What follows belongs to an exercise in optimizing a design on an open flow for small area; a production flow would make more cautious choices. Function was checked by simulation only, so behaviour that the tests miss may differ from the original. Power figures rest on the tool's default switching activity, not on a simulated workload.

==> flow/run.sh <==
#!/bin/bash
# The standard layout (standard.sh), with these changes:
#  1. after the standard synthesis, the combinational cells are re-mapped by
#     ABC with an area-oriented script (resynth.ys, area.abc); the register
#     instances, their names and cell types are left as the standard synthesis
#     made them;
#  2. the port buffers that ORFS inserts on every input and output are
#     sky130_fd_sc_hd__buf_1 instead of the tool's default pick;
#  3. clock tree synthesis clusters up to 15 flip-flops per clkbuf_8 leaf
#     buffer and adds no dummy loads.
# Each tool's full output goes to a log of its own in this folder:
# synth_make.log, resynth_models.log, resynth.log, layout_make.log (and each
# ORFS step also keeps its log under orfs/logs/).
set -euo pipefail
here=$(pwd)
res=$here/orfs/results/$FLOW_PLATFORM/sram_logger/base
lib=$FLOW_HOME/platforms/$FLOW_PLATFORM/lib/sky130_fd_sc_hd__tt_025C_1v80.lib

bash standard.sh synth > synth_make.log 2>&1
cp "$res/1_2_yosys.v" standard_synth.v

# Function models of the library's combinational cells.
seq=$(awk '/^    cell \(/{c=$2} /^        (ff|latch|statetable) *\(/{print c}' "$lib" | tr -d '"();' | sort -u | tr '\n' ' ')
yosys -l resynth_models.log -p "read_liberty -ignore_miss_func $lib; delete $seq; write_verilog -noattr comb_models.v" > /dev/null 2>&1
dontuse=$(sed -n '/^export DONT_USE_CELLS += /,/^#/p' "$FLOW_HOME/platforms/$FLOW_PLATFORM/config.mk" | grep -o 'sky130_fd_sc_hd__[a-z0-9_]*' | sed 's/^/-dont_use /' | tr '\n' ' ')
printf 'set_driving_cell sky130_fd_sc_hd__buf_1\nset_load 5\n' > abc.constr
sed -e "s#@LIB@#$lib#g" -e "s#@IN@#$here/standard_synth.v#" -e "s#@OUT@#$here/resynth.v#" \
    -e "s#@SCR@#$here/flow/area.abc#" -e "s#@CONSTR@#$here/abc.constr#" -e "s#@DONTUSE@#$dontuse#" \
    -e "s#@MODELS@#$here/comb_models.v#" -e "s#@TOP@#$FLOW_TOP#g" flow/resynth.ys > resynth_run.ys
yosys -l resynth.log -s resynth_run.ys > /dev/null 2>&1
cp resynth.v "$res/1_2_yosys.v"
touch "$res/1_2_yosys.v"

export BUFFER_PORTS_ARGS="-buffer_cell sky130_fd_sc_hd__buf_1"
export CTS_ARGS="-sink_clustering_enable -repair_clock_nets -sink_clustering_size 15 -sink_clustering_max_diameter 60 -buf_list sky130_fd_sc_hd__clkbuf_8 -dont_use_dummy_load"
export RECOVER_POWER=100
bash standard.sh finish > layout_make.log 2>&1
==> flow/area.abc <==
&get -n
&st
&syn2
&dch
&nf -R 1000 -p
&put
==> flow/resynth.ys <==
# Re-map the combinational logic of the standard synthesis netlist for area.
# Every register instance (its name and cell type) is kept exactly as the
# standard synthesis made it: only the cells between registers and ports are
# replaced.  Run by run.sh with the paths substituted.
read_liberty -lib @LIB@
read_verilog -overwrite @MODELS@
read_verilog @IN@
hierarchy -top @TOP@
flatten
rename -hide w:*.*
opt_clean -purge
techmap
opt -fast
abc -liberty @LIB@ @DONTUSE@ -script @SCR@ -constr @CONSTR@
opt_clean -purge
read_liberty -lib -overwrite @LIB@
hierarchy -top @TOP@
hilomap -singleton -hicell sky130_fd_sc_hd__conb_1 HI -locell sky130_fd_sc_hd__conb_1 LO
insbuf -buf sky130_fd_sc_hd__buf_4 A X
splitnets
opt_clean -purge
stat -liberty @LIB@
check -assert -mapped
write_verilog -noattr -nohex -nodec @OUT@
==> standard.sh <==
#!/bin/bash
# synth_recipe.tcl (not shown) runs the flow's synth.tcl, then flattens the netlist and writes it again
# the make line also repeats each setting of config.mk as NAME=value (left out here)
make -C /OpenROAD-flow-scripts/flow DESIGN_CONFIG=/design/flow/config.mk WORK_HOME=/design/flow/orfs CLKGATE_MAP_FILE= SYNTH_SCRIPT=/design/flow/synth_recipe.tcl "${@:-finish}"
==> config.mk <==
export PLATFORM = sky130hd
export DESIGN_NAME = sram_logger
export DESIGN_NICKNAME = sram_logger
export VERILOG_FILES = /design/flow/design.v
export SDC_FILE = /design/flow/constraint.sdc
export NUM_CORES = 4
export LEC_CHECK = 0
export CAP_MARGIN = 20
export CORE_MARGIN = 2
export CORE_UTILIZATION = 40
export SLEW_MARGIN = 20
==> constraint.sdc <==
create_clock -name core_clock -period 10.0 [get_ports {CLK_48MHZ}]
set_input_delay 2.0000 -clock core_clock [delete_from_list [all_inputs] [get_ports {CLK_48MHZ}]]
set_output_delay 2.0000 -clock core_clock [all_outputs]
set_load 0.01 [all_outputs]
==> design.v <==
module sram_logger(
    input         CLK_48MHZ,
    input         RESET,           
    input         READ_CMD,
    input  [79:0] GEIG_DATA,
    input  [79:0] MAG_DATA,
    input  [31:0] SRAM_D_IN,
    output [17:0] SRAM_A,
    output [3:0]  SRAM_SRBS,
    output        SRAM_CE,
    output        SRAM_WE,
    output        SRAM_OE,
    output [15:0] SRAM_D_OUT,
    output        SRAM_D_OE,
    output [15:0] DATA_READ,
    output [17:0] W_ADDRESS,
    output        W_CHIP_SELECT,
    output [17:0] R_ADDRESS,
    output        R_CHIP_SELECT
);
reg [79:0] geig_prev;
reg [79:0] mag_prev;
reg        read_prev;
reg [7:0]  schedule;      
reg [2:0]  write_count;   
reg [1:0]  phase;         
reg [63:0] data_buffer;   
reg [17:0] w_address;
reg        w_chip_select;
reg [17:0] r_address;
reg        r_chip_select;
reg [17:0] sram_a;
reg        sram_cs;       
reg        sram_wr;       
reg        sram_rd;       
reg [15:0] dread;
reg  started;             
wire geig_new = started ? (GEIG_DATA != geig_prev) : (|GEIG_DATA);
wire mag_new  = started ? (MAG_DATA != mag_prev)   : (|MAG_DATA);
wire read_new = READ_CMD & ~read_prev;
reg [7:0] sched_ins;
always @(*) begin
    sched_ins = schedule;
    if (geig_new) begin
        if (sched_ins[1:0] == 2'b00)      sched_ins[1:0] = 2'd1;
        else if (sched_ins[3:2] == 2'b00) sched_ins[3:2] = 2'd1;
        else if (sched_ins[5:4] == 2'b00) sched_ins[5:4] = 2'd1;
        else                              sched_ins[7:6] = 2'd1;
    end
    if (mag_new) begin
        if (sched_ins[1:0] == 2'b00)      sched_ins[1:0] = 2'd2;
        else if (sched_ins[3:2] == 2'b00) sched_ins[3:2] = 2'd2;
        else if (sched_ins[5:4] == 2'b00) sched_ins[5:4] = 2'd2;
        else                              sched_ins[7:6] = 2'd2;
    end
    if (read_new) begin
        if (sched_ins[1:0] == 2'b00)      sched_ins[1:0] = 2'd3;
        else if (sched_ins[3:2] == 2'b00) sched_ins[3:2] = 2'd3;
        else if (sched_ins[5:4] == 2'b00) sched_ins[5:4] = 2'd3;
        else                              sched_ins[7:6] = 2'd3;
    end
end
wire head_write = sched_ins[0] ^ sched_ins[1];
wire head_read  = sched_ins[0] & sched_ins[1];
wire head_geig  = sched_ins[0];            
wire [79:0] src = head_geig ? GEIG_DATA : MAG_DATA;
wire write_done  = head_write & (write_count == 3'd5);
wire write_word  = head_write & ~write_count[2] | head_write & (write_count == 3'd4);
wire read_drop   = head_read & (r_address == w_address);
wire read_go     = head_read & ~read_drop;
wire write_step3 = write_word & (phase == 2'd2);
wire read_step3  = read_go & (phase == 2'd3);
wire shift       = write_done | read_drop | read_step3;
wire [18:0] addr_inc = {sram_cs, sram_a} + 19'd1;
always @(posedge CLK_48MHZ or negedge RESET) begin
    if (!RESET) begin
        started       <= 1'b0;
        read_prev     <= 1'b0;
        schedule      <= 8'b0;
        write_count   <= 3'b0;
        phase         <= 2'b0;
        w_address     <= 18'b0;
        w_chip_select <= 1'b0;
        r_address     <= 18'b0;
        r_chip_select <= 1'b0;
    end else begin
        started   <= 1'b1;
        read_prev <= READ_CMD;
        schedule  <= shift ? {2'b00, sched_ins[7:2]} : sched_ins;
        if (write_done)
            write_count <= 3'd0;
        else if (write_step3)
            write_count <= write_count + 3'd1;
        if (write_step3 | read_step3)
            phase <= 2'd0;
        else if (write_word | read_go)
            phase <= phase + 2'd1;
        if (write_step3)
            {w_chip_select, w_address} <= addr_inc;
        if (read_step3)
            {r_chip_select, r_address} <= addr_inc;
    end
end
always @(posedge CLK_48MHZ) begin
    geig_prev <= GEIG_DATA;
    mag_prev  <= MAG_DATA;
end
always @(posedge CLK_48MHZ) begin
    if (head_write & (write_count == 3'd0) & (phase == 2'd0))
        data_buffer[15:0] <= src[15:0];
    if (head_write & (write_count == 3'd0) & (phase == 2'd2))
        data_buffer[15:0] <= src[79:64];
    if (head_write & (write_count == 3'd0))
        data_buffer[63:16] <= src[63:16];
end
wire [7:0] head = schedule;
wire cyc_write = (head[0] ^ head[1]);
wire cyc_read  = (head[0] & head[1]);
always @(negedge CLK_48MHZ or negedge RESET) begin
    if (!RESET) begin
        sram_a  <= 18'b0;
        sram_wr <= 1'b0;
        sram_rd <= 1'b0;
        dread   <= 16'b0;
    end else begin
        if (phase == 2'd1)
            sram_a <= cyc_read ? r_address : w_address;
        sram_wr <= cyc_write & (phase == 2'd1);
        sram_rd <= cyc_read & (phase == 2'd1 | phase == 2'd2);
        if (cyc_read & (phase == 2'd2))
            dread <= sram_cs ? SRAM_D_IN[31:16] : SRAM_D_IN[15:0];
    end
end
always @(negedge CLK_48MHZ) begin
    if (phase == 2'd1)
        sram_cs <= cyc_read ? r_chip_select : w_chip_select;
end
wire sram_active = sram_wr | sram_rd;
assign SRAM_A        = sram_a;
assign SRAM_SRBS     = {~(sram_active & sram_cs), ~(sram_active & sram_cs),
                        ~(sram_active & ~sram_cs), ~(sram_active & ~sram_cs)};
assign SRAM_CE       = 1'b0;
assign SRAM_WE       = ~sram_wr;
assign SRAM_OE       = ~sram_rd;
assign SRAM_D_OE     = sram_wr;
assign SRAM_D_OUT    = (write_count[1:0] == 2'd1) ? data_buffer[31:16] :
                       (write_count[1:0] == 2'd2) ? data_buffer[47:32] :
                       (write_count[1:0] == 2'd3) ? data_buffer[63:48] :
                                                    data_buffer[15:0];
assign DATA_READ     = dread;
assign W_ADDRESS     = w_address;
assign W_CHIP_SELECT = w_chip_select;
assign R_ADDRESS     = r_address;
assign R_CHIP_SELECT = r_chip_select;
endmodule
==> metrics.cfg, run 1 <==
[power_and_ir_drop]
ir_drop_mv=0.0987
total_leakage_power_uw=0.00572
power_density_mw_per_mm2=156

[timing]
grt_setup_unrepaired=no
setup_viol=0
clock_skew_ns=0.0647
clock.fmax_ghz=0.115
period_share_pct=87.1
fin_tns_setup_ns=0
worst_slew_margin_rel_pct=-34.7
drv_slew=103
hold_viol_final=0
period_minus_slack_ns=8.71
tightest_slew_ns=2.02

[layout]
nNetsFinal=1630
drive_above_1_share_pct=3.98
stdcell_count=1836
syn_to_final_growth_pct=16.0

[placed_design]
dpl.hpwl_microns=32300
placed_cells=1806
io_buffers=289
place_congestion=0.963

[clock_network]
clk_latency_ns=0.58
cts-hold-fix-buffers=0
cts_buffer_depth=3
clk_pin_slew_ns=0.07
cts_tree=done
ctsResizeCount=0
cts-htree-levels=1
clockRootBuffer=clkbuf_8
cts_buffers=28
cts_sinks=314
postCtsSetupRepairBufs=0

[logic_synthesis]
syn-num-nets=1302
syn-cell-area_sq_mm=0.0128
synth-warning-count=1
postSynthAreaPerCell_sq_um=11.6
synthCells=1107

[critical_path]
arrival_ns=9.00
crit_required_ns=10.29
start_kind=primary input
crit_fanout=49
setup.worst_path.end_class=flop
path_class=primary input to flop

[floorplanning]
die_w_microns=183
rows=65
fp.dieH_microns=183
die_area_sq_mm=0.0334
core_area_sq_mm=0.0316
initial_core_util_pct=40.5
ios=291

[global_routing]
grt_pass1_vias=9698
antenna_found_initial=1
grt_pass1_wl_microns=62100
grt_max_degree=73
grtUsageTotal_pct=25.0
overflow=0

[drt]
drt_iter0_markers=792
routed_wirelength_microns=42000
postRouteAntennaNets=0
drt_first_pass_iters=5
viasPerCell=5.51
wl_per_cell_microns=22.9
vias=10100
drc=0

[outcome]
so.violations=capacitance limit, slew limit
outcome=finished with violations

[min_path]
hold_path.class=flop to flop

[run]
drv_cap=3

==> worst paths after layout <==
kind / end / from / cells after the start / slack (ns)
worst min-delay path: dread[5] / dread[5] / 2 / 0.43
max in group asynchronous: sram_a[7] / RESET / 1 / 1.92
worst max-delay path: data_buffer[1] / GEIG_DATA[61] / 15 / 1.29
worst max register to register: sram_a[14] / phase[0] / 5 / 1.97
min in group asynchronous: w_address[11] / RESET / 1 / 2.00
worst min register to register: dread[5] / dread[5] / 2 / 0.43
==> sequential cells by signal (all words and copies together) (netlist names) <==
register / flops
r_address: 18
data_buffer: 64
geig_prev: 80
sram_cs: 1
started: 1
write_count: 3
sram_rd: 1
dread: 16
schedule: 8
sram_a: 18
w_address: 18
read_prev: 1
phase: 2
mag_prev: 80
sram_wr: 1
r_chip_select: 1
w_chip_select: 1
==> critical path: stages <==
cell      delay, ns
clkbuf_1       0.27
o21ai_0        0.16
nor4_1         0.71
nand4_1        0.25
nor4_1         0.29
nand4_1        0.20
o21ai_0        0.79
and3_1         0.32
nand2b_1       0.17
nor2_1         0.08
nand2_1        0.15
clkinv_2       0.70
nand2_1        1.14
clkbuf_1       1.09
mux4_2         0.66
==> layout make-up <==
cell class,count,area [sq um]
flip-flops and latches,314,7380
repair buffers,301,1160
inverters,66,249
clock inverters,1,3.75
well taps,402,503
multi-input cells,723,5140
clock buffers,28,385
fillers,2995,16700
diodes,1,2.50
==> cells in the final DEF (no fill, tap or decap), types with 3 or more instances in the layout <==
| master | n |
|---|---|
| o2111ai_1 | 3 |
| nand3_1 | 11 |
| a31oi_1 | 3 |
| mux4_2 | 20 |
| mux2_1 | 30 |
| dfxtp_1 | 160 |
| nor4_1 | 59 |
| xor2_1 | 49 |
| clkbuf_8 | 28 |
| buf_4 | 4 |
| o21ai_0 | 59 |
| o21a_1 | 3 |
| clkinv_1 | 66 |
| nor2b_1 | 8 |
| nand4_1 | 35 |
| buf_1 | 187 |
| nand2b_1 | 10 |
| dfrtn_1 | 36 |
| and3_1 | 3 |
| o2bb2ai_1 | 9 |
| o22ai_1 | 39 |
| mux2i_1 | 57 |
| a22o_1 | 8 |
| dfrtp_1 | 53 |
| nor2_1 | 85 |
| nor3_1 | 5 |
| or2_0 | 3 |
| nand2_1 | 72 |
| edfxtp_1 | 65 |
| a21oi_1 | 34 |
| clkbuf_1 | 109 |
| a221oi_1 | 12 |
| xnor2_1 | 84 |
==> routing by layer <==
layer / track usage, % / share of wire, % / up-vias
met5: 0 / 0 / -
met2: 38.9 / 44 / 518
met4: 7.49 / 3.3 / 0
li1: - / - / 4669
met1: 35.4 / 44 / 4865
met3: 5.00 / 8.6 / 73
==> stage by stage <==
step           power (uW)  instance area, sq um  hold slack, ns  util (%)  worst slack, ns
2_1_floorplan        1540                 12800           0.477         -             1.57
3_3_place_gp         1680                 14500           0.425      45.8             2.18
3_5_place_dp         1680                 14500           0.431      45.8             2.11
4_1_cts              2320                 14800           0.431      47.0             1.64
5_1_grt              2400                 14800           0.459      47.0             1.04
6_report             2310                 14800           0.425      47.0             1.29
==> report_power, final <==
group | switching [uW] | internal, uW
Combinational | 169 | 94.8
Clock | 406 | 249
Sequential | 24.0 | 1370
Total | 599 | 1710
==> run 2: changes to the inputs <==
--- a/flow/run.sh
+++ b/flow/run.sh
@@ -34,4 +34,3 @@
 export BUFFER_PORTS_ARGS="-buffer_cell sky130_fd_sc_hd__buf_1"
 export CTS_ARGS="-sink_clustering_enable -repair_clock_nets -sink_clustering_size 15 -sink_clustering_max_diameter 60 -buf_list sky130_fd_sc_hd__clkbuf_8 -dont_use_dummy_load"
-export RECOVER_POWER=100
 bash standard.sh finish > layout_make.log 2>&1
==> run 2 against run 1 <==
  * The run now finishes clean
  * Non-clock buffer count did not move
  * Clock-buffer cell count did not move
  * Register-to-register slack improved by 0.15 ns
  * Core utilization rose by 0.12 points
  * Sequential power barely moved
  * Combinational power barely moved
  * Clock skew barely moved
  * Power barely moved
  * Wire length fell by 0.31%
  * Clock power barely moved
  * Sequential share of layout area fell by 0.13 points
  * Critical path type is now flop to primary output
  * Critical endpoint is now SRAM_SRBS[0]
  * Largest cell class unchanged
  * Highest routed layer unchanged
==> metrics.cfg, run 2 <==
[drt]
drc=0  ; unchanged
postRouteAntennaNets=0  ; unchanged
drt_iter0_markers=903  ; was 792
wl_per_cell_microns=22.8  ; was 22.9 microns
routed_wirelength_microns=41900  ; was 42000 microns
viasPerCell=5.49  ; was 5.51
vias=10100  ; about the same
drt_first_pass_iters=5  ; unchanged

[layout]
syn_to_final_growth_pct=16.3  ; was 16.0%
multiInputGateArea_sq_mm=0.00515  ; was 0.00514 sq mm
fill_cells=2989  ; was 2995
seqCellArea_sq_mm=0.00738  ; unchanged
layout_common_cells=buf_1 (288), dfxtp_1 (160), nor2_1 (85), xnor2_1 (84), nand2_1 (71)  ; was buf_1 (187), dfxtp_1 (160), clkbuf_1 (109), nor2_1 (85), xnor2_1 (84)
nNetsFinal=1630  ; unchanged
layout_commonest_cell=buf_1  ; unchanged
fin_area_sq_mm=0.0149  ; was 0.0148 sq mm
drive_above_1_share_pct=4.68  ; was 3.98%
top_regs=geig_prev x80, mag_prev x80, data_buffer x64  ; unchanged

[timing]
setup_viol=0  ; unchanged
timing.hold.ws_ns=0.425  ; about the same
grt_setup_unrepaired=no  ; unchanged
worst_slew_margin_rel_pct=35.6  ; was -34.7%
tightest_slew_ns=0.956  ; was 2.02 ns
fin_tns_setup_ns=0  ; unchanged
hold_viol_final=0  ; unchanged
drv_slew=0  ; was 103
clock_skew_ns=0.0645  ; was 0.0647 ns

[power_and_ir_drop]
power.share.switching_pct=26.0  ; was 25.9%
power_uw=2310  ; about the same
power_density_mw_per_mm2=155  ; was 156 mW/mm^2
p_int_uw=1710  ; about the same
p_comb_share_pct=11.5  ; was 11.4%
p_clk_share_pct=28.4  ; was 28.3%
power.switching_uw=600  ; was 599 uW
pwr-share-seq_pct=60.2  ; about the same
total_leakage_power_uw=0.00575  ; was 0.00572 uW
ir_drop_mv=0.0988  ; was 0.0987 mV

[floorplanning]
rows=65  ; unchanged
initial_core_util_pct=40.5  ; unchanged
fp.dieH_microns=183  ; unchanged
die_w_microns=183  ; unchanged
ios=291  ; unchanged
die_area_sq_mm=0.0334  ; unchanged
core_area_sq_mm=0.0316  ; unchanged

[clock_network]
cts_buffer_depth=3  ; unchanged
ctsResizeCount=0  ; unchanged
cts-hold-fix-buffers=0  ; unchanged
cts_tree=done  ; unchanged
postCtsSetupRepairBufs=0  ; unchanged
cts-htree-levels=1  ; unchanged
cts_sinks=314  ; unchanged
clk_latency_ns=0.59  ; was 0.58 ns
cts_buffers=28  ; unchanged
clockRootBuffer=clkbuf_8  ; unchanged
clk_pin_slew_ns=0.04  ; was 0.07 ns

[logic_synthesis]
syn-cell-area_sq_mm=0.0128  ; unchanged
syn-num-nets=1302  ; unchanged
synthCells=1107  ; unchanged
postSynthAreaPerCell_sq_um=11.6  ; unchanged
synth-warning-count=1  ; unchanged

[global_routing]
antenna_found_initial=1  ; unchanged
overflow=0  ; unchanged
grtUsageTotal_pct=25.0  ; unchanged
grt_pass1_wl_microns=62100  ; unchanged
grt_max_degree=73  ; unchanged
grt_pass1_vias=9698  ; unchanged

[critical_path]
arrival_ns=6.34  ; was 9.00 ns
worst-path-buf-inv=1  ; was 3
slowest_delay_ns=0.42  ; was 1.14 ns
crit_required_ns=8.00  ; was 10.29 ns
start_kind=flop  ; was primary input
slowest_stage=edfxtp_1  ; was nand2_1
worstPathCellList=o21bai_1 -> buf_1  ; was clkbuf_1 -> o21ai_0 -> nor4_1 -> nand4_1 -> nor4_1 -> nand4_1 -> o21ai_0 -> and3_1 -> nand2b_1 -> nor2_1 -> nand2_1 -> clkinv_2 -> nand2_1 -> clkbuf_1 -> mux4_2
setup.worst_path.end_class=primary output  ; was flop
critPathTopFamily=flip-flops  ; was simple AND/OR/NAND/NOR gates
rrSetupSlack_ns=2.12  ; was 1.97 ns
path_class=flop to primary output  ; was primary input to flop
crit_fanout=4  ; was 49

[placed_design]
io_buffers=289  ; unchanged
dpl_cell_area_sq_mm=0.0145  ; unchanged
place_congestion=0.963  ; unchanged
dpl.hpwl_microns=32300  ; unchanged

[outcome]
outcome=no timing/DRC/antenna violations  ; was finished with violations

[min_path]
hold_path.class=flop to flop  ; unchanged

[run]
drv_cap=0  ; was 3

## run 2: cell type report
type,count,share of cell area [%]
repair buffers,301,8.01
clock inverters,1,0.0252
inverters,66,1.67
multi-input cells,723,34.6
diodes,1,0.0168
clock buffers,28,2.59
flip-flops and latches,314,49.7
well taps,402,3.38
## run 2: worst paths after layout
path	from	to	depth (start not counted)
hold reg to reg	dread[5]	dread[5]	2
setup / recovery	sram_cs	SRAM_SRBS[0]	2
setup reg to reg	sram_a[0]	w_chip_select	10
hold / removal	dread[5]	dread[5]	2
min in group asynchronous	RESET	w_address[11]	1
max in group asynchronous	RESET	dread[8]	2
## run 2: metrics by stage
step / cells / worst slack [ns] / util [%]
finish: 1836 / 1.66 / 47.1
global route: 1835 / 1.57 / 47.1
CTS: 1834 / 1.64 / 47.0
detailed placement: 1806 / 2.11 / 45.8
global placement: 1806 / 2.18 / 45.8
floorplan: 1107 / 1.57 / -
## run 2: power by group through the flow
stage,registers (uW),logic (uW),clock network [uW]
2_1_floorplan,1410,131,1.35
3_3_place_gp,1420,257,1.35
3_5_place_dp,1420,259,1.35
4_1_cts,1390,261,671
5_1_grt,1400,285,718
6_report,1390,265,655
## run 2: per-layer routing
metal,up-vias,routed length (microns),GRT usage (%)
met5,-,0,0
met4,0,1250,7.49
met3,65,3620,5.00
met2,493,18500,38.9
met1,4859,18500,35.4
li1,4669,-,-
## run 2: worst min-delay path: cells and delay by family, from the launching register on
kind            cells  cell delay (ns)
compound gates      1             0.06
flops               1             0.40
simple gates        1             0.04
==> run 3: changes to the inputs <==
--- a/config.mk
+++ b/config.mk
@@ -6,6 +6,6 @@
 export NUM_CORES = 4
 export LEC_CHECK = 0
-export CAP_MARGIN = 20
+export CAP_MARGIN = 0
 export CORE_MARGIN = 2
-export CORE_UTILIZATION = 40
-export SLEW_MARGIN = 20
+export CORE_UTILIZATION = 65
+export SLEW_MARGIN = 0
==> run 3 against run 2 <==
  * Still clean
  * Clock skew decreased by 0.017 ns
  * First-iteration DRC count decreased by 34%
  * Combinational power decreased by 4%
  * Area after synthesis unchanged
  * Synthesized cell count unchanged
  * Worst hold slack got worse by 0.0015 ns
  * Cell area decreased by 1.8%
  * Largest power group unchanged
==> metrics.cfg, run 3 <==
[global_routing]
grt_pass1_vias=9326  ; was 9698
grt_util_met2_pct=57.1  ; was 38.9%
met1_usage_pct=44.0  ; was 35.4%
antenna_found_initial=0  ; was 1
grtUsageMet3_pct=6.56  ; was 5.00%
grtUsageTotal_pct=34.3  ; was 25.0%
grt_max_degree=86  ; was 73
overflow=0  ; unchanged
grt_pass1_wl_microns=52600  ; was 62100 microns
top_usage_layer=met2  ; unchanged

[layout]
top_regs=geig_prev x80, mag_prev x80, data_buffer x64  ; unchanged
drive_above_1_share_pct=4.00  ; was 4.68%
layout_commonest_cell=buf_1  ; unchanged
diodes=0  ; was 1
syn_to_final_growth_pct=14.2  ; was 16.3%
layout_common_cells=buf_1 (288), dfxtp_1 (160), nor2_1 (85), xnor2_1 (84), nand2_1 (71)  ; unchanged
nNetsFinal=1623  ; was 1630

[timing]
clock_skew_ns=0.0478  ; was 0.0645 ns
setup_viol=0  ; unchanged
fin_ws_ns=1.04  ; was 1.66 ns
grt_setup_unrepaired=no  ; unchanged
worst_slew_margin_rel_pct=27.1  ; was 35.6%
fin_tns_setup_ns=0  ; unchanged
tightest_slew_ns=1.08  ; was 0.956 ns
drv_slew=0  ; unchanged
hold_viol_final=0  ; unchanged

[placed_design]
pre_cts_slack_ns=1.61  ; was 2.11 ns
dpl.hpwl_microns=27800  ; was 32300 microns
place_congestion=0.946  ; was 0.963
io_buffers=289  ; unchanged

[drt]
drt_iter0_markers=594  ; was 903
drt_first_pass_iters=5  ; unchanged
routed_wirelength_microns=36400  ; was 41900 microns
wl_per_cell_microns=21.5  ; was 22.8 microns
drc=0  ; unchanged
postRouteAntennaNets=0  ; unchanged
vias=10100  ; about the same
viasPerCell=5.96  ; was 5.49

[critical_path]
crit_fanout=19  ; was 4
critPathTopFamily=flip-flops  ; unchanged
path_class=flop to primary output  ; unchanged
worstPathCellList=o21ai_0 -> buf_1  ; was o21bai_1 -> buf_1
crit_required_ns=8.00  ; about the same
slowest_stage=edfxtp_1  ; unchanged
worst-path-buf-inv=1  ; unchanged
setup.worst_path.end_class=primary output  ; unchanged
slowest_delay_ns=0.94  ; was 0.42 ns
start_kind=flop  ; unchanged
arrival_ns=6.96  ; was 6.34 ns

[min_path]
hold_path.class=flop to flop  ; unchanged

[floorplanning]
ios=291  ; unchanged
die_area_sq_mm=0.0208  ; was 0.0334 sq mm
fp.dieH_microns=144  ; was 183 microns
core_area_sq_mm=0.0194  ; was 0.0316 sq mm
rows=51  ; was 65
initial_core_util_pct=65.9  ; was 40.5%
die_w_microns=144  ; was 183 microns

[clock_network]
clockRootBuffer=clkbuf_8  ; unchanged
clk_pin_slew_ns=0.06  ; was 0.04 ns
cts_sinks=314  ; unchanged
postCtsSetupRepairBufs=0  ; unchanged
cts-hold-fix-buffers=0  ; unchanged
cts-htree-levels=1  ; unchanged
cts_tree=done  ; unchanged
cts_buffers=25  ; was 28
ctsResizeCount=0  ; unchanged
clk_latency_ns=0.57  ; was 0.59 ns
cts_buffer_depth=3  ; unchanged

[power_and_ir_drop]
ir_drop_mv=0.150  ; was 0.0988 mV
power_density_mw_per_mm2=155  ; about the same
total_leakage_power_uw=0.00570  ; was 0.00575 uW

[logic_synthesis]
syn-num-nets=1302  ; unchanged
synthCells=1107  ; unchanged
syn-cell-area_sq_mm=0.0128  ; unchanged
postSynthAreaPerCell_sq_um=11.6  ; unchanged
synth-warning-count=1  ; unchanged

[run]
drv_cap=0  ; unchanged

[outcome]
outcome=no timing/DRC/antenna violations  ; unchanged

==> run 3: area by class of cell <==
cell class              instances  area (sq um)
clock buffers                  25           344
clock inverters                 1          3.75
fillers                      1462          4800
inverters                      66           248
multi-input cells             723          5140
flip-flops and latches        314          7380
well taps                     265           332
repair buffers                297          1150
==> run 3: worst paths after layout <==
path / from / endpoint / slack, ns / depth (start not counted)
max reg2reg: sram_a[0] / w_chip_select / 2.08 / 10
min reg2reg: dread[14] / dread[14] / 0.42 / 2
min: dread[14] / dread[14] / 0.42 / 2
max in group asynchronous: RESET / dread[5] / 2.79 / 1
min in group asynchronous: RESET / r_address[11] / 1.63 / 1
max: sram_cs / SRAM_SRBS[3] / 1.04 / 2
==> run 3: routing by layer <==
| metal | up-vias | part of all wire [%] |
|---|---|---|
| li1 | 4656 | - |
| met1 | 4795 | 38 |
| met2 | 527 | 48 |
| met3 | 100 | 9.0 |
| met4 | 0 | 5.0 |
| met5 | - | 0 |
==> run 3: tightest hold or removal path: stages, from the launching register on <==
cell and delay [ns]:
dfrtn_1 0.40, nand2_1 0.04, o21ai_0 0.06
==> run 3: power breakdown <==
part / switching, uW / total (uW) / internal (uW) / leakage [uW]
sequential: 24.4 / 1390 / 1370 / 0.00307
combinational: 160 / 255 / 95.0 / 0.00245
clock: 387 / 611 / 224 / 0.000181
==> run 3: stage by stage <==
step           hold slack, ns  total power (uW)  util [%]  instances  cell area [sq um]
2_1_floorplan           0.477              1540         -       1107              12800
3_3_place_gp            0.422              1660      73.5       1666              14300
3_5_place_dp            0.431              1670      73.5       1666              14300
4_1_cts                 0.431              2260      75.3       1691              14600
5_1_grt                 0.445              2330      75.3       1691              14600
6_report                0.424              2260      75.3       1691              14600
==> run 4: changes to the inputs <==
--- a/config.mk
+++ b/config.mk
@@ -8,4 +8,4 @@
 export CAP_MARGIN = 0
 export CORE_MARGIN = 2
-export CORE_UTILIZATION = 65
+export CORE_UTILIZATION = 80
 export SLEW_MARGIN = 0
==> run 4 against run 3 <==
  * Synthesized cell count unchanged
  * Clock-buffer cell count decreased by 1
  * Worst hold slack better by 0.0026 ns
  * Combinational power is 8.6% higher
  * Die area is 18% lower
  * Power rose by 1.4%
  * Clock skew is 0.0025 ns lower
  * Sequential share of layout area increased by 0.27 points
  * Core utilization increased by 17 points
  * Critical path depth did not move
  * Wire length rose by 16%
  * Highest routed layer unchanged
  * Sequential power is essentially flat
==> metrics.cfg, run 4 <==
[outcome]
outcome=no timing/DRC/antenna violations  ; unchanged

[drt]
drt_first_pass_iters=8  ; was 5
postRouteAntennaNets=0  ; unchanged
vias=11500  ; was 10100
drc=0  ; unchanged
viasPerCell=7.00  ; was 5.96
wl_per_cell_microns=25.8  ; was 21.5 microns
routed_wirelength_microns=42300  ; was 36400 microns
drt_iter0_markers=1784  ; was 594

[critical_path]
worstPathCellList=o21ai_0 -> buf_1  ; unchanged
arrival_ns=6.98  ; was 6.96 ns
slowest_delay_ns=0.94  ; about the same
crit_required_ns=8.00  ; about the same
slowest_stage=edfxtp_1  ; unchanged
worst-path-buf-inv=1  ; unchanged
start_kind=flop  ; unchanged
setup.worst_path.end_class=primary output  ; unchanged
path_class=flop to primary output  ; unchanged
critPathTopFamily=flip-flops  ; unchanged
crit_fanout=19  ; unchanged

[power_and_ir_drop]
power_density_mw_per_mm2=158  ; was 155 mW/mm^2
ir_drop_mv=0.169  ; was 0.150 mV
total_leakage_power_uw=0.00569  ; was 0.00570 uW

[placed_design]
place_congestion=0.988  ; was 0.946
placed_cells=1616  ; was 1666
pre_cts_slack_ns=1.58  ; was 1.61 ns
io_buffers=289  ; unchanged
dpl.hpwl_microns=29900  ; was 27800 microns
dpl_cell_area_sq_mm=0.0142  ; was 0.0143 sq mm

[floorplanning]
fp.dieH_microns=130  ; was 144 microns
rows=46  ; was 51
die_area_sq_mm=0.0170  ; was 0.0208 sq mm
ios=291  ; unchanged
die_w_microns=130  ; was 144 microns
initial_core_util_pct=81.1  ; was 65.9%
core_area_sq_mm=0.0158  ; was 0.0194 sq mm

[global_routing]
grt_pass1_wl_microns=61900  ; was 52600 microns
overflow=0  ; unchanged
grt_max_degree=86  ; unchanged
grtUsageTotal_pct=49.7  ; was 34.3%
antenna_found_initial=2  ; was 0
grt_pass1_vias=11200  ; was 9326

[timing]
fin_tns_setup_ns=0  ; unchanged
hold_viol_final=0  ; unchanged
setup_viol=0  ; unchanged
drv_slew=0  ; unchanged
clock_skew_ns=0.0453  ; was 0.0478 ns
grt_setup_unrepaired=no  ; unchanged
worst_slew_margin_rel_pct=12.9  ; was 27.1%
fin_ws_ns=1.02  ; was 1.04 ns
tightest_slew_ns=1.31  ; was 1.08 ns

[clock_network]
cts-hold-fix-buffers=0  ; unchanged
cts_buffer_depth=3  ; unchanged
clk_pin_slew_ns=0.06  ; about the same
cts_sinks=314  ; unchanged
cts_tree=done  ; unchanged
cts-htree-levels=1  ; unchanged
clockRootBuffer=clkbuf_8  ; unchanged
clk_latency_ns=0.57  ; about the same
postCtsSetupRepairBufs=0  ; unchanged
cts_buffers=24  ; was 25
ctsResizeCount=0  ; unchanged

[run]
drv_cap=0  ; unchanged

[logic_synthesis]
synth-warning-count=1  ; unchanged
synthCells=1107  ; unchanged
postSynthAreaPerCell_sq_um=11.6  ; unchanged
syn-num-nets=1302  ; unchanged
syn-cell-area_sq_mm=0.0128  ; unchanged

[layout]
fin_area_sq_mm=0.0145  ; was 0.0146 sq mm
drive_above_1_share_pct=3.86  ; was 4.00%
fill_cells=635  ; was 1462
stdcell_count=1642  ; was 1691
layout_common_cells=buf_1 (288), dfxtp_1 (160), nor2_1 (85), xnor2_1 (84), nand2_1 (71)  ; unchanged
finish.utilization_pct=92.1  ; was 75.3%
nNetsFinal=1621  ; was 1623
top_regs=geig_prev x80, mag_prev x80, data_buffer x64  ; unchanged
layout_commonest_cell=buf_1  ; unchanged
syn_to_final_growth_pct=13.6  ; was 14.2%

[min_path]
hold_path.class=flop to flop  ; unchanged

run 4: final timing paths:
check / end / cells after the start / slack, ns / start
max: SRAM_SRBS[2] / 2 / 1.02 / sram_cs
min: dread[11] / 2 / 0.43 / dread[11]
max reg2reg: w_chip_select / 10 / 1.89 / sram_a[0]
min reg2reg: dread[11] / 2 / 0.43 / dread[11]
max in group asynchronous: dread[13] / 2 / 2.62 / RESET
min in group asynchronous: r_address[12] / 1 / 1.57 / RESET
run 4: metrics by stage:
stage          total power, uW  hold slack [ns]
5_1_grt                   2330            0.458
3_5_place_dp              1680            0.430
6_report                  2290            0.427
2_1_floorplan             1540            0.477
4_1_cts                   2250            0.430
3_3_place_gp              1660            0.423
run 4: routing by layer:
metal	global-route usage, %	part of all wire (%)	up-vias
met5	0	0	-
met4	41.1	11	0
met3	15.5	14	395
met2	78.4	45	1192
met1	55.8	30	5256
li1	-	-	4647
run 4: power breakdown:
group	leakage (uW)	internal (uW)	switching (uW)	total, uW
clock network	0.000174	216	397	613
registers	0.00307	1370	30.5	1400
logic	0.00244	95.0	182	277
total	0.00569	1680	610	2290
run 4: worst reg2reg max path, stage by stage (launching register included):
cell	delay (ns)
dfrtn_1	0.56
nand4_1	0.25
nor2b_1	0.29
nand3_1	0.18
nor2b_1	0.33
nand4_1	0.26
nor2_1	0.27
and3_1	0.32
nand4_1	0.19
xor2_1	0.23
o21ai_0	0.10
run 4: layout make-up:
class,instances,area [sq um],area share [%]
Antenna cell,2,5.00,0.0345
Clock inverter,1,3.75,0.0258
Multi-Input combinational cell,723,5140,35.4
Tap cell,216,270,1.86
Sequential cell,314,7380,50.8
Timing Repair Buffer,296,1140,7.86
Clock buffer,24,330,2.27
Inverter,66,248,1.71
==> run 5: changes to the inputs <==
--- a/flow/run.sh
+++ b/flow/run.sh
@@ -7,5 +7,5 @@
 #  2. the port buffers that ORFS inserts on every input and output are
 #     sky130_fd_sc_hd__buf_1 instead of the tool's default pick;
-#  3. clock tree synthesis clusters up to 15 flip-flops per clkbuf_8 leaf
+#  3. clock tree synthesis clusters up to 10 flip-flops per clkbuf_4 leaf
 #     buffer and adds no dummy loads.
 # Each tool's full output goes to a log of its own in this folder:
@@ -33,4 +33,4 @@
 
 export BUFFER_PORTS_ARGS="-buffer_cell sky130_fd_sc_hd__buf_1"
-export CTS_ARGS="-sink_clustering_enable -repair_clock_nets -sink_clustering_size 15 -sink_clustering_max_diameter 60 -buf_list sky130_fd_sc_hd__clkbuf_8 -dont_use_dummy_load"
+export CTS_ARGS="-sink_clustering_enable -repair_clock_nets -sink_clustering_size 10 -sink_clustering_max_diameter 50 -buf_list sky130_fd_sc_hd__clkbuf_4 -dont_use_dummy_load"
 bash standard.sh finish > layout_make.log 2>&1
--- a/config.mk
+++ b/config.mk
@@ -8,4 +8,4 @@
 export CAP_MARGIN = 0
 export CORE_MARGIN = 2
-export CORE_UTILIZATION = 80
+export CORE_UTILIZATION = 65
 export SLEW_MARGIN = 0
==> run 5 against run 4 <==
  * Clock skew rose by 0.031 ns
  * Sequential power barely moved
  * Cell area rose by 0.20%
  * Power fell by 3.2%
  * Cell count rose by 3.9%
  * Sequential share of layout area fell by 0.10 points
  * First-iteration DRC count fell by 56%
  * Critical path depth did not move
  * Clock-buffer cell count rose by 15
  * Synthesized cell count did not move
==> metrics.cfg, run 5 <==
[clock_network]
cts_buffer_depth=3  ; unchanged
ctsResizeCount=0  ; unchanged
clk_pin_slew_ns=0.06  ; about the same
clk_latency_ns=0.63  ; was 0.57 ns
cts-hold-fix-buffers=0  ; unchanged
cts-htree-levels=2  ; was 1
clockRootBuffer=clkbuf_4  ; was clkbuf_8
cts_tree=done  ; unchanged
cts_sinks=314  ; unchanged
cts_buffers=39  ; was 24
postCtsSetupRepairBufs=0  ; unchanged

[critical_path]
slowest_stage=edfxtp_1  ; unchanged
arrival_ns=7.00  ; was 6.98 ns
rrSetupSlack_ns=2.09  ; was 1.89 ns
critPathTopFamily=flip-flops  ; unchanged
slowest_delay_ns=0.94  ; about the same
setup.worst_path.end_class=primary output  ; unchanged
worstPathCellList=o21ai_0 -> buf_1  ; unchanged
crit_fanout=19  ; unchanged
worst-path-buf-inv=1  ; unchanged
crit_required_ns=8.00  ; about the same
start_kind=flop  ; unchanged
path_class=flop to primary output  ; unchanged

[floorplanning]
initial_core_util_pct=65.9  ; was 81.1%
rows=51  ; was 46
core_area_sq_mm=0.0194  ; was 0.0158 sq mm
ios=291  ; unchanged
die_area_sq_mm=0.0208  ; was 0.0170 sq mm
die_w_microns=144  ; was 130 microns
fp.dieH_microns=144  ; was 130 microns

[layout]
syn_to_final_growth_pct=13.8  ; was 13.6%
drive_above_1_share_pct=4.93  ; was 3.86%
nNetsFinal=1637  ; was 1621
layout_common_cells=buf_1 (288), dfxtp_1 (160), nor2_1 (85), xnor2_1 (84), nand2_1 (71)  ; unchanged
top_regs=geig_prev x80, mag_prev x80, data_buffer x64  ; unchanged
finish.utilization_pct=75.0  ; was 92.1%
layout_commonest_cell=buf_1  ; unchanged

[logic_synthesis]
synthCells=1107  ; unchanged
syn-num-nets=1302  ; unchanged
synth-warning-count=1  ; unchanged
postSynthAreaPerCell_sq_um=11.6  ; unchanged
syn-cell-area_sq_mm=0.0128  ; unchanged

[drt]
vias=10100  ; was 11500
viasPerCell=5.94  ; was 7.00
met2_length_microns=17500  ; was 19200 microns
wl_met3_microns=3130  ; was 5880 microns
drc=0  ; unchanged
routed_wirelength_microns=36200  ; was 42300 microns
wl_met1_microns=14100  ; was 12800 microns
wl_per_cell_microns=21.2  ; was 25.8 microns
top_layer=met4  ; unchanged
drt_iter0_markers=784  ; was 1784
drt_first_pass_iters=5  ; was 8
postRouteAntennaNets=0  ; unchanged

[power_and_ir_drop]
total_leakage_power_uw=0.00570  ; was 0.00569 uW
ir_drop_mv=0.124  ; was 0.169 mV
power_uw=2210  ; was 2290 uW
power_density_mw_per_mm2=152  ; was 158 mW/mm^2

[global_routing]
grt_pass1_wl_microns=53000  ; was 61900 microns
antenna_found_initial=1  ; was 2
grt_max_degree=86  ; unchanged
overflow=0  ; unchanged
grt_pass1_vias=9419  ; was 11200
grtUsageTotal_pct=34.6  ; was 49.7%

[timing]
worst_slew_margin_rel_pct=27.0  ; was 12.9%
tightest_slew_ns=1.08  ; was 1.31 ns
hold_viol_final=0  ; unchanged
fin_tns_setup_ns=0  ; unchanged
grt_setup_unrepaired=no  ; unchanged
setup_viol=0  ; unchanged
clock_skew_ns=0.0760  ; was 0.0453 ns
drv_slew=0  ; unchanged

[min_path]
hold_path.class=flop to flop  ; unchanged

[outcome]
outcome=no timing/DRC/antenna violations  ; unchanged

[placed_design]
dpl.hpwl_microns=27800  ; was 29900 microns
io_buffers=289  ; unchanged
place_congestion=0.946  ; was 0.988

[run]
drv_cap=0  ; unchanged

-- run 5: power breakdown --
group | switching [uW] | internal [uW]
clock | 387 | 181
sequential | 24.3 | 1370
combinational | 159 | 95.0
total | 571 | 1640
-- run 5: per-layer routing --
| metal | up-vias | global-route usage, % |
|---|---|---|
| li1 | 4687 | - |
| met1 | 4797 | 45.3 |
| met2 | 566 | 58.1 |
| met3 | 84 | 6.03 |
| met4 | 0 | 13.4 |
| met5 | - | 0 |
-- run 5: final timing paths --
kind,to,cells after the start,from
hold / removal,dread[14],2,dread[14]
max in group asynchronous,dread[11],1,RESET
setup / recovery,SRAM_SRBS[3],2,sram_cs
hold reg to reg,dread[14],2,dread[14]
min in group asynchronous,w_address[12],1,RESET
setup reg to reg,w_chip_select,10,sram_a[0]
-- run 5: tightest hold or removal path, delay by kind of cell, from the launching register on --
kind,cells,cell delay [ns]
DFF,1,0.40
AOI/OAI and AO/OA,1,0.06
and+or+nand+nor,1,0.04
-- run 5: through the flow --
stage / worst slack, ns / instance area [sq um] / instances / hold WS (ns)
after floorplan: 1.57 / 12800 / 1107 / 0.477
after global placement: 1.64 / 14300 / 1666 / 0.422
after detailed placement: 1.61 / 14300 / 1666 / 0.431
final: 0.995 / 14600 / 1706 / 0.424
after global routing: 0.818 / 14600 / 1706 / 0.445
after CTS: 0.942 / 14500 / 1705 / 0.432
-- run 5: area by class of cell --
class                           count  area (sq um)
Fill cell                        1460          4850
Sequential cell                   314          7380
Clock inverter                      1          3.75
Tap cell                          265           332
Antenna cell                        1          2.50
Inverter                           66           248
Multi-Input combinational cell    723          5140
Timing Repair Buffer              297          1150
Clock buffer                       39           293
==> run 6: changes to the inputs <==
==> flow/area.abc (replaced) <==
&get -n
&st
&syn2
&dch
&nf -R 1000 -p -C 32 -F 8 -A 4
&put
--- a/config.mk
+++ b/config.mk
@@ -8,4 +8,4 @@
 export CAP_MARGIN = 0
 export CORE_MARGIN = 2
-export CORE_UTILIZATION = 65
+export CORE_UTILIZATION = 75
 export SLEW_MARGIN = 0
==> run 6 against run 5 <==
  * Worst hold slack gained 0.012 ns
  * Highest routed layer is now met5
  * Largest cell class unchanged
  * Cell count shrank 5.7%
  * Power grew 65%
  * Still clean
  * Largest power group unchanged
  * Sequential share of layout area grew 0.39 points
==> metrics.cfg, run 6 <==
[timing]
tightest_slew_ns=1.33  ; was 1.08 ns
setup_viol=0  ; unchanged
clock_skew_ns=0.0828  ; was 0.0760 ns
drv_slew=0  ; unchanged
fin_ws_ns=0.922  ; was 0.995 ns
hold_viol_final=0  ; unchanged
fin_tns_setup_ns=0  ; unchanged
worst_slew_margin_rel_pct=11.2  ; was 27.0%
grt_setup_unrepaired=no  ; unchanged
timing.hold.ws_ns=0.436  ; was 0.424 ns

[clock_network]
clk_pin_slew_ns=0.07  ; was 0.06 ns
postCtsSetupRepairBufs=0  ; unchanged
clockRootBuffer=clkbuf_4  ; unchanged
cts-hold-fix-buffers=0  ; unchanged
cts_buffers=37  ; was 39
cts_sinks=314  ; unchanged
ctsResizeCount=0  ; unchanged
cts-htree-levels=2  ; unchanged
cts_tree=done  ; unchanged
clk_latency_ns=0.67  ; was 0.63 ns
cts_buffer_depth=3  ; unchanged

[critical_path]
arrival_ns=7.08  ; was 7.00 ns
crit_end=SRAM_SRBS[3]  ; unchanged
r2r-start=sram_a[0]  ; unchanged
reg2regPathDepth=10  ; unchanged
start_kind=flop  ; unchanged
setup.worst_path.end_class=primary output  ; unchanged
crit_fanout=19  ; unchanged
critical_path.startpoint=sram_cs  ; unchanged
crit_required_ns=8.00  ; about the same
rrSetupSlack_ns=1.97  ; was 2.09 ns
reg2reg_to=w_chip_select  ; unchanged
path_class=flop to primary output  ; unchanged

[min_path]
hold_path.class=flop to flop  ; unchanged
holdPathStages=2  ; unchanged

[drt]
postRouteAntennaNets=0  ; unchanged
drt_first_pass_iters=6  ; was 5
wl_per_cell_microns=25.5  ; was 21.2 microns
routed_wirelength_microns=41000  ; was 36200 microns
drt_iter0_markers=1140  ; was 784
vias=10800  ; was 10100
viasPerCell=6.75  ; was 5.94
drc=0  ; unchanged

[floorplanning]
die_w_microns=134  ; was 144 microns
fp.dieH_microns=134  ; was 144 microns
rows=47  ; was 51
core_area_sq_mm=0.0166  ; was 0.0194 sq mm
die_area_sq_mm=0.0180  ; was 0.0208 sq mm
ios=291  ; unchanged
initial_core_util_pct=76.7  ; was 65.9%

[power_and_ir_drop]
total_leakage_power_uw=0.00530  ; was 0.00570 uW
ir_drop_mv=0.177  ; was 0.124 mV
power_density_mw_per_mm2=253  ; was 152 mW/mm^2

[global_routing]
grt_pass1_wl_microns=61300  ; was 53000 microns
grt_pass1_vias=10800  ; was 9419
grt_max_degree=51  ; was 86
grtUsageMet3_pct=12.0  ; was 6.03%
met1_usage_pct=54.9  ; was 45.3%
grtUsageTotal_pct=46.1  ; was 34.6%
top_usage_layer=met2  ; unchanged
grt_util_met2_pct=75.5  ; was 58.1%
antenna_found_initial=2  ; was 1
overflow=0  ; unchanged

[layout]
top_regs=geig_prev x80, mag_prev x80, data_buffer x64  ; unchanged
layout_common_cells=buf_1 (288), dfxtp_1 (160), xor2_1 (84), nor4_1 (70), nor2_1 (67)  ; was buf_1 (288), dfxtp_1 (160), nor2_1 (85), xnor2_1 (84), nand2_1 (71)
layout_commonest_cell=buf_1  ; unchanged
syn_to_final_growth_pct=13.5  ; was 13.8%
nNetsFinal=1584  ; was 1637
drive_above_1_share_pct=5.98  ; was 4.93%

[logic_synthesis]
syn-num-nets=1249  ; was 1302
synth-warning-count=1  ; unchanged
syn-cell-area_sq_mm=0.0127  ; was 0.0128 sq mm
synthCells=1054  ; was 1107
postSynthAreaPerCell_sq_um=12.1  ; was 11.6 sq um

[placed_design]
io_buffers=289  ; unchanged
dpl.hpwl_microns=30300  ; was 27800 microns
place_congestion=1.04  ; was 0.946
pre_cts_slack_ns=1.56  ; was 1.61 ns

[outcome]
outcome=no timing/DRC/antenna violations  ; unchanged

[run]
drv_cap=0  ; unchanged

[run 6: final cells by class]
cell class | instances | area [sq um]
well taps | 220 | 275
clock inverters | 1 | 3.75
multi-input cells | 672 | 5100
diodes | 1 | 2.50
fillers | 862 | 2140
clock buffers | 37 | 278
flip-flops and latches | 314 | 7380
inverters | 64 | 240
repair buffers | 299 | 1160
[run 6: worst min-delay path by stage]
stage	start	to	slack, ns
2_1_floorplan	dread[0]	dread[0]	0.48
3_3_place_gp	dread[0]	dread[0]	0.42
3_5_place_dp	dread[9]	dread[9]	0.44
4_1_cts	dread[9]	dread[9]	0.44
5_1_grt	dread[12]	dread[12]	0.45
6_report	dread[9]	dread[9]	0.44
[run 6: where the power goes]
part | internal [uW] | switching (uW) | leakage (uW)
registers | 1600 | 255 | 0.00298
logic | 480 | 743 | 0.00215
clock network | 172 | 399 | 0.000172
[run 6: through the flow]
| stage | util, % | instance area (sq um) | total power, uW | std cells |
|---|---|---|---|---|
| after CTS | 87.1 | 14400 | 3620 | 1607 |
| after global routing | 87.1 | 14400 | 3810 | 1608 |
| final | 87.1 | 14400 | 3650 | 1608 |
| after floorplan | - | 12700 | 2570 | 1054 |
| after detailed placement | 85.4 | 14200 | 3060 | 1570 |
| after global placement | 85.4 | 14200 | 2970 | 1570 |
[run 6: worst max-delay path, stage by stage (launching register included)]
cell and delay (ns):
edfxtp_1 0.95, o21ai_0 0.28, buf_1 0.20
[run 6: routing by layer]
layer | share of wire, % | routed length (microns) | up-vias
met5 | 0.032 | 13 | -
met4 | 7.8 | 3210 | 2
met3 | 13 | 5220 | 265
met2 | 47 | 19300 | 933
li1 | - | - | 4533
met1 | 32 | 13300 | 5116
==> run 7: changes to the inputs <==
--- a/config.mk
+++ b/config.mk
@@ -8,4 +8,4 @@
 export CAP_MARGIN = 0
 export CORE_MARGIN = 2
-export CORE_UTILIZATION = 75
+export CORE_UTILIZATION = 70
 export SLEW_MARGIN = 0
==> run 7 against run 6 <==
  * Clock power down 2%
  * Non-clock buffer count down 2
  * Critical path depth unchanged
  * First-iteration DRC count down 25%
  * Power down 2.0%
  * Synthesized cell count unchanged
  * Wire length down 8.9%
  * Cell count up 0.50%
  * Clock skew down 0.016 ns
  * Largest cell class unchanged
  * Largest power group unchanged
==> metrics.cfg, run 7 <==
[critical_path]
critical_path.startpoint=sram_cs  ; unchanged
crit_required_ns=8.00  ; about the same
start_kind=flop  ; unchanged
arrival_ns=7.02  ; was 7.08 ns
reg2regPathDepth=10  ; unchanged
reg2reg_to=w_chip_select  ; unchanged
setup.worst_path.end_class=primary output  ; unchanged
r2r-start=sram_a[0]  ; unchanged
crit_fanout=19  ; unchanged
slowest_stage=edfxtp_1  ; unchanged
rrSetupSlack_ns=2.03  ; was 1.97 ns
slowest_delay_ns=0.96  ; was 0.95 ns
worstPathCellList=o21ai_0 -> buf_1  ; unchanged
path_class=flop to primary output  ; unchanged

[placed_design]
dpl.hpwl_microns=28700  ; was 30300 microns
place_congestion=1.08  ; was 1.04
io_buffers=289  ; unchanged

[timing]
tightest_slew_ns=1.17  ; was 1.33 ns
setup_viol=0  ; unchanged
clock_skew_ns=0.0669  ; was 0.0828 ns
drv_slew=0  ; unchanged
hold_viol_final=0  ; unchanged
worst_slew_margin_rel_pct=21.0  ; was 11.2%
fin_tns_setup_ns=0  ; unchanged
timing.hold.ws_ns=0.429  ; was 0.436 ns
grt_setup_unrepaired=no  ; unchanged

[drt]
viasPerCell=6.30  ; was 6.75
vias=10200  ; was 10800
drc=0  ; unchanged
routed_wirelength_microns=37300  ; was 41000 microns
wl_per_cell_microns=23.1  ; was 25.5 microns
drt_iter0_markers=857  ; was 1140
postRouteAntennaNets=0  ; unchanged
drt_first_pass_iters=5  ; was 6

[floorplanning]
fp.dieH_microns=139  ; was 134 microns
rows=49  ; was 47
die_area_sq_mm=0.0193  ; was 0.0180 sq mm
core_area_sq_mm=0.0179  ; was 0.0166 sq mm
ios=291  ; unchanged
die_w_microns=139  ; was 134 microns
initial_core_util_pct=71.1  ; was 76.7%

[clock_network]
cts_tree=done  ; unchanged
cts_sinks=314  ; unchanged
postCtsSetupRepairBufs=0  ; unchanged
cts_buffer_depth=3  ; unchanged
clk_latency_ns=0.64  ; was 0.67 ns
ctsResizeCount=0  ; unchanged
clk_pin_slew_ns=0.07  ; about the same
clockRootBuffer=clkbuf_4  ; unchanged
cts-htree-levels=2  ; unchanged
cts-hold-fix-buffers=0  ; unchanged
cts_buffers=37  ; unchanged

[layout]
finish.utilization_pct=80.7  ; was 87.1%
fill_cells=1169  ; was 862
multiInputGateArea_sq_mm=0.00510  ; unchanged
syn_to_final_growth_pct=13.5  ; about the same
seqCellArea_sq_mm=0.00738  ; unchanged
layout_common_cells=buf_1 (288), dfxtp_1 (160), xor2_1 (84), nor4_1 (70), nor2_1 (67)  ; unchanged
nNetsFinal=1582  ; was 1584
top_regs=geig_prev x80, mag_prev x80, data_buffer x64  ; unchanged
layout_commonest_cell=buf_1  ; unchanged
drive_above_1_share_pct=5.85  ; was 5.98%

[power_and_ir_drop]
power_uw=3580  ; was 3650 uW
power.share.switching_pct=37.1  ; was 38.3%
pwr-share-seq_pct=51.4  ; was 50.9%
power_density_mw_per_mm2=248  ; was 253 mW/mm^2
p_comb_share_pct=32.9  ; was 33.5%
power.switching_uw=1330  ; was 1400 uW
ir_drop_mv=0.246  ; was 0.177 mV
total_leakage_power_uw=0.00529  ; was 0.00530 uW
p_clk_share_pct=15.7  ; was 15.6%
p_int_uw=2250  ; about the same

[global_routing]
antenna_found_initial=2  ; unchanged
grtUsageTotal_pct=38.6  ; was 46.1%
overflow=0  ; unchanged
grt_pass1_wl_microns=56500  ; was 61300 microns
grt_pass1_vias=10100  ; was 10800
grt_max_degree=85  ; was 51

[logic_synthesis]
synth-warning-count=1  ; unchanged
synthCells=1054  ; unchanged
postSynthAreaPerCell_sq_um=12.1  ; unchanged
syn-cell-area_sq_mm=0.0127  ; unchanged
syn-num-nets=1249  ; unchanged

[run]
drv_cap=0  ; unchanged

[min_path]
min_from=dread[13]  ; was dread[9]
holdPathEnd=dread[13]  ; was dread[9]
holdPathStages=2  ; unchanged
hold_path.class=flop to flop  ; unchanged

[outcome]
outcome=no timing/DRC/antenna violations  ; unchanged

run 7: cell count changes in the layout (fill, tap and decap cells not counted), sizes merged:
cell,change
buf,-2
diode,+1
run 7: metal layers:
layer	share of wire (%)	up-vias	routed length (microns)	global-route usage, %
met5	0	-	0	0
met4	5.4	0	2020	20.0
met3	11	125	4090	7.63
met2	48	681	18100	63.9
met1	35	4827	13100	48.9
li1	-	4547	-	-
run 7: how the worst max path moves through the flow:
stage	slack, ns	endpoint	cells after the start
after floorplan	1.57	SRAM_SRBS[3]	2
after global placement	1.64	SRAM_SRBS[2]	2
after detailed placement	1.59	SRAM_SRBS[2]	2
after CTS	0.92	SRAM_SRBS[2]	2
after global routing	0.85	SRAM_SRBS[3]	2
final	0.98	SRAM_SRBS[2]	2
run 7: metrics by stage:
| stage | setup slack [ns] | instance area, sq um | instances |
|---|---|---|---|
| 4_1_cts | 0.924 | 14400 | 1614 |
| 5_1_grt | 0.851 | 14400 | 1615 |
| 2_1_floorplan | 1.57 | 12700 | 1054 |
| 6_report | 0.976 | 14400 | 1616 |
| 3_5_place_dp | 1.59 | 14200 | 1577 |
| 3_3_place_gp | 1.64 | 14200 | 1577 |
run 7: power groups by stage:
stage	sequential (uW)	combinational, uW	clock (uW)
global placement	1850	1130	1.35
floorplan	1890	678	1.35
global route	1880	1280	611
detailed placement	1870	1170	1.35
CTS	1840	1180	564
finish	1840	1180	562
run 7: worst max-delay path, delay by kind of cell, from the launching register on:
family / cells / cell delay, ns
flops: 1 / 0.96
compound gates: 1 / 0.25
buf+inv: 1 / 0.19
run 7: final cells by class:
cell class / count / area share, %
Clock inverter: 1 / 0.0260
Tap cell: 229 / 1.98
Clock buffer: 37 / 1.92
Sequential cell: 314 / 51.1
Antenna cell: 2 / 0.0347
Inverter: 64 / 1.66
Timing Repair Buffer: 297 / 7.95
Multi-Input combinational cell: 672 / 35.3
==> run 8: changes to the inputs <==
==> flow/area.abc (replaced) <==
&get -n
&st
&syn2
&dch
&nf -R 1000 -p -C 32 -F 16 -A 8 -E 10
&put
==> run 8 against run 7 <==
  * Die area decreased by 0.31%
  * Combinational power hardly changed
  * Cell count rose by 1.2%
  * Wire length rose by 3.3%
  * Synthesized cell count up 1.8%
  * Clock power hardly changed
  * Setup slack got worse by 0.030 ns
  * Clock-buffer cell count did not move
  * Sequential cell count stayed put
  * Sequential power rose by 2%
  * Global-route usage increased by 1.6 points
  * Clock skew fell by 0.0026 ns
  * Highest routed layer unchanged
==> metrics.cfg, run 8 <==
[outcome]
outcome=no timing/DRC/antenna violations  ; unchanged

[timing]
hold_viol_final=0  ; unchanged
tightest_slew_ns=1.22  ; was 1.17 ns
grt_setup_unrepaired=no  ; unchanged
fin_tns_setup_ns=0  ; unchanged
drv_slew=0  ; unchanged
worst_slew_margin_rel_pct=18.4  ; was 21.0%
clock_skew_ns=0.0643  ; was 0.0669 ns
setup_viol=0  ; unchanged

[placed_design]
io_buffers=289  ; unchanged
placed_cells=1597  ; was 1577
place_congestion=1.01  ; was 1.08
dpl.hpwl_microns=29500  ; was 28700 microns

[layout]
layout_common_cells=buf_1 (288), dfxtp_1 (160), nor2_1 (98), xor2_1 (77), clkinv_1 (68)  ; was buf_1 (288), dfxtp_1 (160), xor2_1 (84), nor4_1 (70), nor2_1 (67)
drive_above_1_share_pct=5.84  ; was 5.85%
syn_to_final_growth_pct=13.6  ; was 13.5%
seqCellArea_sq_mm=0.00738  ; unchanged
top_regs=geig_prev x80, mag_prev x80, data_buffer x64  ; unchanged
fill_cells=1179  ; was 1169
multiInputGateArea_sq_mm=0.00504  ; was 0.00510 sq mm
stdcell_count=1636  ; was 1616
layout_commonest_cell=buf_1  ; unchanged
nNetsFinal=1602  ; was 1582

[logic_synthesis]
syn-num-nets=1268  ; was 1249
synthCells=1073  ; was 1054
synth-warning-count=1  ; unchanged
syn-cell-area_sq_mm=0.0127  ; about the same
postSynthAreaPerCell_sq_um=11.8  ; was 12.1 sq um

[global_routing]
grt_max_degree=85  ; unchanged
antenna_found_initial=1  ; was 2
overflow=0  ; unchanged
grt_pass1_wl_microns=58500  ; was 56500 microns
grt_pass1_vias=10300  ; was 10100
grtUsageTotal_pct=40.2  ; was 38.6%

[critical_path]
worst-path-buf-inv=1  ; unchanged
crit_fanout=19  ; unchanged
critPathTopFamily=flip-flops  ; unchanged
worstPathCellList=o21ai_0 -> buf_1  ; unchanged
crit_required_ns=8.00  ; about the same
arrival_ns=7.05  ; was 7.02 ns
reg2reg_to=w_chip_select  ; unchanged
reg2regPathDepth=11  ; was 10
path_class=flop to primary output  ; unchanged
rrSetupSlack_ns=1.81  ; was 2.03 ns
slowest_stage=edfxtp_1  ; unchanged
r2r-start=sram_a[0]  ; unchanged
start_kind=flop  ; unchanged
setup.worst_path.end_class=primary output  ; unchanged
slowest_delay_ns=0.96  ; about the same

[drt]
wl_per_cell_microns=23.6  ; was 23.1 microns
viasPerCell=6.37  ; was 6.30
drt_first_pass_iters=5  ; unchanged
postRouteAntennaNets=0  ; unchanged
routed_wirelength_microns=38600  ; was 37300 microns
drc=0  ; unchanged
vias=10400  ; was 10200
drt_iter0_markers=899  ; was 857

[clock_network]
postCtsSetupRepairBufs=0  ; unchanged
cts-htree-levels=2  ; unchanged
cts-hold-fix-buffers=0  ; unchanged
cts_tree=done  ; unchanged
clk_latency_ns=0.63  ; was 0.64 ns
ctsResizeCount=0  ; unchanged
cts_buffer_depth=3  ; unchanged
cts_buffers=37  ; unchanged
clk_pin_slew_ns=0.07  ; about the same
clockRootBuffer=clkbuf_4  ; unchanged
cts_sinks=314  ; unchanged

[min_path]
hold_path.class=flop to flop  ; unchanged
min_from=dread[6]  ; was dread[13]
holdPathEnd=dread[6]  ; was dread[13]
holdPathStages=2  ; unchanged

[floorplanning]
ios=291  ; unchanged
die_area_sq_mm=0.0192  ; was 0.0193 sq mm
rows=49  ; unchanged
die_w_microns=139  ; about the same
core_area_sq_mm=0.0178  ; was 0.0179 sq mm
fp.dieH_microns=139  ; about the same
initial_core_util_pct=71.1  ; about the same

[power_and_ir_drop]
ir_drop_mv=0.190  ; was 0.246 mV
power_density_mw_per_mm2=253  ; was 248 mW/mm^2
total_leakage_power_uw=0.00525  ; was 0.00529 uW

[run]
drv_cap=0  ; unchanged

## run 8: per-stage QoR
step	power, uW	setup slack (ns)	hold WS [ns]	utilization, %	area (sq um)
after floorplan	2610	1.57	0.477	-	12700
after global placement	3040	1.65	0.425	79.1	14100
after detailed placement	3100	1.57	0.433	79.1	14100
after CTS	3640	0.924	0.434	80.7	14400
after global routing	3840	0.783	0.474	80.7	14400
final	3650	0.946	0.426	80.7	14400
## run 8: per-layer routing
layer | track usage [%] | up-vias | routed length (microns) | share of wire (%)
met2 | 66.2 | 720 | 18500 | 48
met1 | 51.4 | 4948 | 13900 | 36
li1 | - | 4607 | - | -
met3 | 7.22 | 153 | 3840 | 9.9
met5 | 0 | - | 0 | 0
met4 | 21.6 | 0 | 2310 | 6.0
## run 8: layout make-up
class                           instances  area share [%]
Tap cell                              229            1.99
Clock buffer                           37            1.93
Timing Repair Buffer                  298            8.03
Inverter                               67            1.75
Clock inverter                          1          0.0261
Sequential cell                       314            51.3
Antenna cell                            2          0.0348
Multi-Input combinational cell        688            35.0
## run 8: how the worst max path moves through the flow
stage,cells after the start,start,slack [ns],endpoint
floorplan,2,sram_cs,1.57,SRAM_SRBS[3]
global placement,2,sram_cs,1.65,SRAM_SRBS[3]
detailed placement,2,sram_cs,1.57,SRAM_SRBS[2]
CTS,2,sram_cs,0.92,SRAM_SRBS[2]
global route,2,sram_cs,0.78,SRAM_SRBS[2]
finish,2,sram_cs,0.95,SRAM_SRBS[2]
## run 8: tightest hold or removal path: cells and delay by family, from the launching register on
| kind | cells | cell delay, ns |
|---|---|---|
| AND/OR/NAND/NOR | 1 | 0.04 |
| flip-flops | 1 | 0.41 |
| AO/OA/AOI/OAI | 1 | 0.06 |
## run 8: power by group
group	internal (uW)	switching [uW]	total [uW]
sequential	1620	264	1880
combinational	478	724	1200
clock	172	388	560
